Context: an optimization exercise on an open-source flow, tuned for small area. The choices shown serve that exercise and are no tape-out recipe. At most, simulation tests tie the RTL to the original design; equivalence was not proved. No activity file was given, so power comes from the tool's default toggle rates.

==> module ALU, before the edit <==
module ALU (
input             clk               ,   
input             rst_n             ,   
input             dcd_req           ,   
input      [3:0]  dcd_opcode        ,   
input      [11:0] dcd_mem_addr      ,   
input      [2:0]  dcd_src_reg_1_addr,   
input      [2:0]  dcd_src_reg_2_addr,   
input      [2:0]  dcd_dst_reg_addr  ,   
input      [15:0] dcd_const         ,   
output reg        dcd_ack           ,   
input      [31:0] data_mem_rd_data  ,   
output reg        data_mem_cen      ,   
output            data_mem_rw       ,   
output     [11:0] data_mem_addr     ,   
output     [31:0] data_mem_rw_data  ,   
input      [15:0] reg_0_rd_data     ,   
input             reg_0_ack         ,   
output reg        reg_0_req         ,   
output            reg_0_rw          ,   
output reg [2:0]  reg_0_addr        ,   
input      [15:0] reg_1_rd_data     ,   
input             reg_1_ack         ,   
output reg        reg_1_req         ,   
output reg        reg_1_rw          ,   
output     [2:0]  reg_1_addr        ,   
output reg [15:0] reg_1_wr_data     ,   
output reg        pc_jump_req       ,   
output     [11:0] pc_jump_addr          
);
wire [3:0] op = dcd_opcode;
wire op_alu = op[2];                               
reg  [1:0] op_q;                                   
reg  dcd_req_delay;                                
reg  cen_delay;                                    
wire alu_start = dcd_req & ~dcd_req_delay;         
assign data_mem_addr    = dcd_mem_addr;
assign pc_jump_addr     = dcd_mem_addr;
assign data_mem_rw      = ~op[1];
assign data_mem_rw_data = {16'h0000, reg_1_wr_data};    
assign reg_0_rw         = 1'b1;
assign reg_1_addr       = reg_1_rw ? dcd_src_reg_2_addr : dcd_dst_reg_addr;
wire eq = (dcd_const == reg_0_rd_data);
wire        op_inv  = ~op_q[1] & op_q[0];               
wire        op_keep = ~(op_q[1] & op_q[0]);             
wire        op_and  = op_q[1] & ~op_q[0];               
wire        sub = op_q[1] ^ op_q[0];              
wire [15:0] a   = reg_0_rd_data;
wire [15:0] b   = ((reg_1_rd_data ^ {16{op_inv}}) & (~a | {16{op_keep}})) | (~a & {16{op_and}});
wire [16:0] c;           
wire [15:0] s0;          
wire [15:0] s;
genvar i;
generate for (i = 0; i < 16; i = i + 1) begin : g_add
  wire ci = (i == 0) ? sub : (i == 8) ? 1'b0 : c[i];
  assign s0[i]  = a[i] ^ b[i] ^ ci;
  assign c[i+1] = (a[i] & b[i]) | (a[i] & ci) | (b[i] & ci);
end endgenerate
assign s[7:0] = s0[7:0];
wire k8 = c[8];
wire [8:0] t1;       
assign t1[0] = 1'b1;
assign t1[1] = t1[0] & s0[8];
assign t1[2] = t1[1] & s0[9];
assign t1[3] = t1[2] & s0[10];
assign t1[4] = t1[3] & s0[11];
assign t1[5] = t1[4] & s0[12];
assign t1[6] = t1[5] & s0[13];
assign t1[7] = t1[6] & s0[14];
assign t1[8] = t1[7] & s0[15];
assign s[15:8] = s0[15:8] ^ ({8{k8}} & t1[7:0]);
wire [15:0] alu_res   = s;
always @(posedge clk or negedge rst_n)
if (~rst_n) begin
  dcd_req_delay <= 1'b0;
  cen_delay     <= 1'b0;
  data_mem_cen  <= 1'b0;
  reg_0_req     <= 1'b0;
  reg_1_req     <= 1'b0;
  reg_1_rw      <= 1'b0;
  pc_jump_req   <= 1'b0;
  dcd_ack       <= 1'b0;
end else begin
  dcd_req_delay <= dcd_req;
  cen_delay     <= data_mem_cen;
  data_mem_cen  <= (alu_start & ~op[3] & ~op[2] & ~(op[1] ^ op[0]))
                 | (reg_0_ack & ~op[2] & op[1] & ~op[0]);
  reg_0_req     <= ~reg_0_ack & (reg_0_req | (alu_start & (op[2] | (op[1] & ~op[0]) | (op[3] & op[0]))));
  reg_1_req     <= reg_1_ack ? reg_1_rw
                 : (reg_1_req | (alu_start & (op[2] | (~op[3] & ~op[1] & op[0]))) | (cen_delay & ~op[1]));
  reg_1_rw      <= alu_start ? op_alu : (reg_1_rw & ~reg_1_ack);
  pc_jump_req   <= (alu_start & op[3] & ~op[0]) | (reg_0_ack & op[3] & op[0] & eq);
  dcd_ack       <= (~reg_1_rw & reg_1_ack) | (op[1] & data_mem_cen)
                 | (alu_start & op[3] & ~op[0]) | (reg_0_ack & op[3] & op[0]);
end
always @(posedge clk) begin
  reg_0_addr <= dcd_src_reg_1_addr;
  op_q       <= op[1:0];
end
wire sel_alu  = reg_1_rw;
wire sel_hold = op[2] & ~reg_1_rw;
wire sel_c    = ~op[2] & op[0];
wire sel_m    = ~op[2] & ~op[1] & ~op[0];
wire sel_r    = ~op[2] & op[1] & ~op[0];
always @(posedge clk)
  reg_1_wr_data <= ({16{sel_alu}}  & alu_res)
                 | ({16{sel_hold}} & reg_1_wr_data)
                 | ({16{sel_c}}    & dcd_const)
                 | ({16{sel_m}}    & data_mem_rd_data[15:0])
                 | ({16{sel_r}}    & reg_0_rd_data);
endmodule  
export LEC_CHECK = 0
export CAP_MARGIN = 20
export CORE_MARGIN = 2
export CORE_UTILIZATION = 40
export SLEW_MARGIN = 20
create_clock -name core_clock -period 5.0 [get_ports {clk}]
standard.sh (not shown) runs the stock make flow with config.mk's settings and CLKGATE_MAP_FILE= SYNTH_SCRIPT=/design/flow/synth_recipe.tcl, a recipe that flattens the netlist after the stock synthesis.
==> flow/flow/run.sh <==
#!/bin/bash
# Standard ORFS layout with two changes: the smallest buffer (buf_1) for the
# port buffers, and an area-oriented ABC mapping script for synthesis.
set -euo pipefail
cp -r "$FLOW_HOME/scripts" ./orfs_scripts
cp flow/abc.script ./orfs_scripts/abc_speed.script
export SCRIPTS_DIR="$PWD/orfs_scripts"
export BUFFER_PORTS_ARGS="-buffer_cell sky130_fd_sc_hd__buf_1"
bash standard.sh > standard_flow.log 2>&1
==> flow/flow/abc.script <==
&get -n
&st
&dch
&nf
&st
&syn2
&if -g -K 6
&synch2
&nf
&st
&dch -f
&nf -R 1000
&st
&dch -f
&nf -R 1000
&put
The first run finished clean.
Change:
--- a/flow/design.v
+++ b/flow/design.v
@@ -28,50 +28,38 @@
 output reg        pc_jump_req       ,   
 output     [11:0] pc_jump_addr          
 );
 wire [3:0] op = dcd_opcode;
 wire op_alu = op[2];                               
-reg  [1:0] op_q;                                   
 reg  dcd_req_delay;                                
 reg  cen_delay;                                    
 wire alu_start = dcd_req & ~dcd_req_delay;         
 assign data_mem_addr    = dcd_mem_addr;
 assign pc_jump_addr     = dcd_mem_addr;
 assign data_mem_rw      = ~op[1];
 assign data_mem_rw_data = {16'h0000, reg_1_wr_data};    
 assign reg_0_rw         = 1'b1;
 assign reg_1_addr       = reg_1_rw ? dcd_src_reg_2_addr : dcd_dst_reg_addr;
 wire eq = (dcd_const == reg_0_rd_data);
-wire        op_inv  = ~op_q[1] & op_q[0];               
-wire        op_keep = ~(op_q[1] & op_q[0]);             
-wire        op_and  = op_q[1] & ~op_q[0];               
-wire        sub = op_q[1] ^ op_q[0];              
+wire        sub = op[0] & ~op[1];
 wire [15:0] a   = reg_0_rd_data;
-wire [15:0] b   = ((reg_1_rd_data ^ {16{op_inv}}) & (~a | {16{op_keep}})) | (~a & {16{op_and}});
-wire [16:0] c;           
-wire [15:0] s0;          
-wire [15:0] s;
+wire [15:0] b   = reg_1_rd_data ^ {16{sub}};
+wire [15:0] p = a ^ b;
+wire [15:0] g = a & b;
+wire [16:0] c;
+assign c[0] = sub;
 genvar i;
-generate for (i = 0; i < 16; i = i + 1) begin : g_add
-  wire ci = (i == 0) ? sub : (i == 8) ? 1'b0 : c[i];
-  assign s0[i]  = a[i] ^ b[i] ^ ci;
-  assign c[i+1] = (a[i] & b[i]) | (a[i] & ci) | (b[i] & ci);
+generate for (i = 0; i < 8; i = i + 1) begin : g_rip
+  assign c[i+1] = g[i] | (p[i] & c[i]);
 end endgenerate
-assign s[7:0] = s0[7:0];
-wire k8 = c[8];
-wire [8:0] t1;       
-assign t1[0] = 1'b1;
-assign t1[1] = t1[0] & s0[8];
-assign t1[2] = t1[1] & s0[9];
-assign t1[3] = t1[2] & s0[10];
-assign t1[4] = t1[3] & s0[11];
-assign t1[5] = t1[4] & s0[12];
-assign t1[6] = t1[5] & s0[13];
-assign t1[7] = t1[6] & s0[14];
-assign t1[8] = t1[7] & s0[15];
-assign s[15:8] = s0[15:8] ^ ({8{k8}} & t1[7:0]);
-wire [15:0] alu_res   = s;
+generate for (i = 8; i < 16; i = i + 2) begin : g_la
+  assign c[i+1] = g[i] | (p[i] & c[i]);
+  assign c[i+2] = g[i+1] | (p[i+1] & g[i]) | (p[i+1] & p[i] & c[i]);
+end endgenerate
+wire [15:0] s = p ^ c[15:0];
+wire [15:0] logic_res = (a & reg_1_rd_data) | ({16{op[0]}} & (a | reg_1_rd_data));    
+wire [15:0] alu_res   = op[1] ? logic_res : s;
 always @(posedge clk or negedge rst_n)
 if (~rst_n) begin
   dcd_req_delay <= 1'b0;
   cen_delay     <= 1'b0;
   data_mem_cen  <= 1'b0;
@@ -91,14 +79,12 @@
   reg_1_rw      <= alu_start ? op_alu : (reg_1_rw & ~reg_1_ack);
   pc_jump_req   <= (alu_start & op[3] & ~op[0]) | (reg_0_ack & op[3] & op[0] & eq);
   dcd_ack       <= (~reg_1_rw & reg_1_ack) | (op[1] & data_mem_cen)
                  | (alu_start & op[3] & ~op[0]) | (reg_0_ack & op[3] & op[0]);
 end
-always @(posedge clk) begin
+always @(posedge clk)
   reg_0_addr <= dcd_src_reg_1_addr;
-  op_q       <= op[1:0];
-end
 wire sel_alu  = reg_1_rw;
 wire sel_hold = op[2] & ~reg_1_rw;
 wire sel_c    = ~op[2] & op[0];
 wire sel_m    = ~op[2] & ~op[1] & ~op[0];
 wire sel_r    = ~op[2] & op[1] & ~op[0];
=>
- The new run reached the layout checks and failed them: negative setup slack
- final cell count came out higher by 3.7%
- final area grows by 6.3%
- routed wire length climbs by 8.5%
- via count is higher by 9.7%
- sequential share of layout area is lower by 2.5 points
- clock skew rises by 4.4 ps
- non-clock buffer count climbs by 20
- worst setup slack is worse by 1000 ps
- critical path depth rose by 4
- count of clock-buffer cells in the layout is lower by 3
- first-iteration DRC count came out higher by 41%
- area after synthesis fell by 0.53%
- core utilization came out higher by 3.0 points
Function was not checked in any run of this note: the RTL went through the layout flow alone.

---

The RTL this note starts from:
==> flow/design.v <==
module ALU (
input             clk               ,   
input             rst_n             ,   
input             dcd_req           ,   
input      [3:0]  dcd_opcode        ,   
input      [11:0] dcd_mem_addr      ,   
input      [2:0]  dcd_src_reg_1_addr,   
input      [2:0]  dcd_src_reg_2_addr,   
input      [2:0]  dcd_dst_reg_addr  ,   
input      [15:0] dcd_const         ,   
output reg        dcd_ack           ,   
input      [31:0] data_mem_rd_data  ,   
output reg        data_mem_cen      ,   
output            data_mem_rw       ,   
output     [11:0] data_mem_addr     ,   
output     [31:0] data_mem_rw_data  ,   
input      [15:0] reg_0_rd_data     ,   
input             reg_0_ack         ,   
output reg        reg_0_req         ,   
output            reg_0_rw          ,   
output reg [2:0]  reg_0_addr        ,   
input      [15:0] reg_1_rd_data     ,   
input             reg_1_ack         ,   
output reg        reg_1_req         ,   
output reg        reg_1_rw          ,   
output     [2:0]  reg_1_addr        ,   
output reg [15:0] reg_1_wr_data     ,   
output reg        pc_jump_req       ,   
output     [11:0] pc_jump_addr          
);
wire [3:0] op = dcd_opcode;
wire op_alu = op[2];                               
reg  sub_q;                                        
reg  dcd_req_delay;                                
wire alu_start = dcd_req & ~dcd_req_delay;         
assign data_mem_addr    = dcd_mem_addr;
assign pc_jump_addr     = dcd_mem_addr;
assign data_mem_rw      = ~op[1];
assign data_mem_rw_data = {16'h0000, reg_1_wr_data};    
assign reg_0_rw         = 1'b1;
assign reg_1_addr       = reg_1_rw ? dcd_src_reg_2_addr : dcd_dst_reg_addr;
wire eq = (dcd_const == reg_0_rd_data);
wire        sub = sub_q;                          
wire [15:0] a   = reg_0_rd_data;
wire [15:0] b   = reg_1_rd_data ^ {16{sub}};
wire [16:0] c;           
wire [15:0] s0;          
wire [15:0] s;
genvar i;
generate for (i = 0; i < 16; i = i + 1) begin : g_add
  wire ci = (i == 0) ? sub : (i == 8) ? 1'b0 : c[i];
  assign s0[i]  = a[i] ^ b[i] ^ ci;
  assign c[i+1] = (a[i] & b[i]) | (a[i] & ci) | (b[i] & ci);
end endgenerate
assign s[7:0] = s0[7:0];
wire k8 = c[8];
wire [8:0] t1;       
assign t1[0] = 1'b1;
assign t1[1] = t1[0] & s0[8];
assign t1[2] = t1[1] & s0[9];
assign t1[3] = t1[2] & s0[10];
assign t1[4] = t1[3] & s0[11];
assign t1[5] = t1[4] & s0[12];
assign t1[6] = t1[5] & s0[13];
assign t1[7] = t1[6] & s0[14];
assign t1[8] = t1[7] & s0[15];
assign s[15:8] = s0[15:8] ^ ({8{k8}} & t1[7:0]);
wire [15:0] logic_res = (a & reg_1_rd_data) | ({16{op[0]}} & (a | reg_1_rd_data));    
wire [15:0] alu_res   = op[1] ? logic_res : s;
always @(posedge clk or negedge rst_n)
if (~rst_n) begin
  dcd_req_delay <= 1'b0;
  data_mem_cen  <= 1'b0;
  reg_0_req     <= 1'b0;
  reg_1_req     <= 1'b0;
  reg_1_rw      <= 1'b0;
  pc_jump_req   <= 1'b0;
  dcd_ack       <= 1'b0;
end else begin
  dcd_req_delay <= dcd_req;
  data_mem_cen  <= (alu_start & ~op[3] & ~op[2] & ~(op[1] ^ op[0]))
                 | (reg_0_ack & ~op[2] & op[1] & ~op[0]);
  reg_0_req     <= ~reg_0_ack & (reg_0_req | (alu_start & (op[2] | (op[1] & ~op[0]) | (op[3] & op[0]))));
  reg_1_req     <= reg_1_ack ? reg_1_rw
                 : (reg_1_req | (alu_start & (op[2] | (~op[3] & ~op[1] & op[0]))) | (reg_1_rw & ~op[2]));
  reg_1_rw      <= alu_start ? op_alu
                 : op[2] ? (reg_1_rw & ~reg_1_ack) : (data_mem_cen & ~op[1]);
  pc_jump_req   <= (alu_start & op[3] & ~op[0]) | (reg_0_ack & op[3] & op[0] & eq);
  dcd_ack       <= (~reg_1_rw & reg_1_ack) | (op[1] & data_mem_cen)
                 | (alu_start & op[3] & ~op[0]) | (reg_0_ack & op[3] & op[0]);
end
always @(posedge clk) begin
  reg_0_addr <= dcd_src_reg_1_addr;
  sub_q      <= op[2] & ~op[1] & op[0];
end
wire sel_alu  = op[2] & reg_1_rw;
wire sel_hold = op[2] & ~reg_1_rw;
wire sel_c    = ~op[2] & op[0];
wire sel_m    = ~op[2] & ~op[1] & ~op[0];
wire sel_r    = ~op[2] & op[1] & ~op[0];
always @(posedge clk)
  reg_1_wr_data <= ({16{sel_alu}}  & alu_res)
                 | ({16{sel_hold}} & reg_1_wr_data)
                 | ({16{sel_c}}    & dcd_const)
                 | ({16{sel_m}}    & data_mem_rd_data[15:0])
                 | ({16{sel_r}}    & reg_0_rd_data);
endmodule  
==> flow/config.mk <==
export PLATFORM = sky130hd
export DESIGN_NAME = ALU
export DESIGN_NICKNAME = ALU
export VERILOG_FILES = /design/flow/design.v
export SDC_FILE = /design/flow/constraint.sdc
export NUM_CORES = 4
export LEC_CHECK = 0
export CAP_MARGIN = 20
export CORE_MARGIN = 2
export CORE_UTILIZATION = 40
export SLEW_MARGIN = 20
==> flow/constraint.sdc <==
create_clock -name core_clock -period 5.0 [get_ports {clk}]
set_input_delay 1.0000 -clock core_clock [delete_from_list [all_inputs] [get_ports {clk}]]
set_output_delay 1.0000 -clock core_clock [all_outputs]
set_load 0.01 [all_outputs]
==> flow/flow/run.sh <==
#!/bin/bash
# Standard ORFS layout (the standard.sh) with these changes:
# - an area-oriented ABC mapping script for synthesis (flow/abc.script, used in
#   place of ORFS's abc_speed.script in a copy of ORFS's scripts folder);
# - the smallest buffer (buf_1) for the port buffers;
# - the synthesis buffers are removed at floorplan, and global placement is not
#   timing-driven;
# - the constant outputs keep synthesis's single tie cell per value (no
#   repair_tie_fanout);
# - CTS inserts no dummy loads.
set -euo pipefail
cp -r "$FLOW_HOME/scripts" ./orfs_scripts
cp flow/abc.script ./orfs_scripts/abc_speed.script
export SCRIPTS_DIR="$PWD/orfs_scripts"
export BUFFER_PORTS_ARGS="-buffer_cell sky130_fd_sc_hd__buf_1"
export REMOVE_ABC_BUFFERS=1
export GPL_TIMING_DRIVEN=0
export SKIP_REPAIR_TIE_FANOUT=1
export CTS_ARGS="-sink_clustering_enable -repair_clock_nets -dont_use_dummy_load"
bash standard.sh > standard_flow.log 2>&1
Scripts as last shown in full above: flow/flow/abc.script
==> next run, changes <==
--- a/flow/design.v
+++ b/flow/design.v
@@ -47,25 +47,26 @@
 wire [15:0] s0;          
 wire [15:0] s;
 genvar i;
 generate for (i = 0; i < 16; i = i + 1) begin : g_add
-  wire ci = (i == 0) ? sub : (i == 8) ? 1'b0 : c[i];
+  wire ci = (i == 0) ? sub : (i == 7) ? 1'b0 : c[i];
   assign s0[i]  = a[i] ^ b[i] ^ ci;
   assign c[i+1] = (a[i] & b[i]) | (a[i] & ci) | (b[i] & ci);
 end endgenerate
-assign s[7:0] = s0[7:0];
-wire k8 = c[8];
-wire [8:0] t1;       
+assign s[6:0] = s0[6:0];
+wire k7 = c[7];
+wire [9:0] t1;       
 assign t1[0] = 1'b1;
-assign t1[1] = t1[0] & s0[8];
-assign t1[2] = t1[1] & s0[9];
-assign t1[3] = t1[2] & s0[10];
-assign t1[4] = t1[3] & s0[11];
-assign t1[5] = t1[4] & s0[12];
-assign t1[6] = t1[5] & s0[13];
-assign t1[7] = t1[6] & s0[14];
-assign t1[8] = t1[7] & s0[15];
-assign s[15:8] = s0[15:8] ^ ({8{k8}} & t1[7:0]);
+assign t1[1] = t1[0] & s0[7];
+assign t1[2] = t1[1] & s0[8];
+assign t1[3] = t1[2] & s0[9];
+assign t1[4] = t1[3] & s0[10];
+assign t1[5] = t1[4] & s0[11];
+assign t1[6] = t1[5] & s0[12];
+assign t1[7] = t1[6] & s0[13];
+assign t1[8] = t1[7] & s0[14];
+assign t1[9] = t1[8] & s0[15];
+assign s[15:7] = s0[15:7] ^ ({9{k7}} & t1[8:0]);
 wire [15:0] logic_res = (a & reg_1_rd_data) | ({16{op[0]}} & (a | reg_1_rd_data));    
 wire [15:0] alu_res   = op[1] ? logic_res : s;
 always @(posedge clk or negedge rst_n)
 if (~rst_n) begin
The new run went through all stages and came out clean; utilization stays flat; fmax barely changes; design area stays flat; cell count increases by 1.1%; setup slack gets better by 0.0094 ns; clock skew is about the same; routed wire length goes up by 1.9%; via count goes up by 0.67%; die area barely changes; total power is lower by 1.2%.
The RTL of the first run of this note was laid out without a check of its function.

==> static timing again, ports no longer ideal <==
In the flow no input, the clock included, has a driving cell. The finished layouts below were timed again as built, in two steps. Step 1 assumes that a clkbuf_16 drives the clock port and a buf_2 every other input. Step 2, shift: input delay + t, output delay - t, t = (earliest + latest rising clock arrival at the registers) / 2. This alone moves slack from input paths to output paths. Slacks: no drivers / after step 1 / after step 2; pairs: no drivers / after step 1.
run | t (ns) | setup WS [ns] | worst register clock-pin slew, ns | pins driven straight from the clock port
the first run of note 1 | 0.305 | 0.166 / 0.163 / -0.142 | 0.06 / 0.06 | 1
the second run of note 1 | 0.308 | -0.843 / -0.870 / -1.178 | 0.11 / 0.11 | 1
the first run of note 2 | 0.307 | 0.252 / 0.255 / -0.052 | 0.11 / 0.11 | 1
the second run of note 2 | 0.303 | 0.262 / 0.252 / -0.052 | 0.10 / 0.10 | 1
Met with ideal ports but missed after step 2: setup timing in the first run of note 1, the first run of note 2 and the second run of note 2. The setup slack of the second run of note 1, which loses most, moves by -0.027 ns with the drivers and by -0.335 ns with both steps.
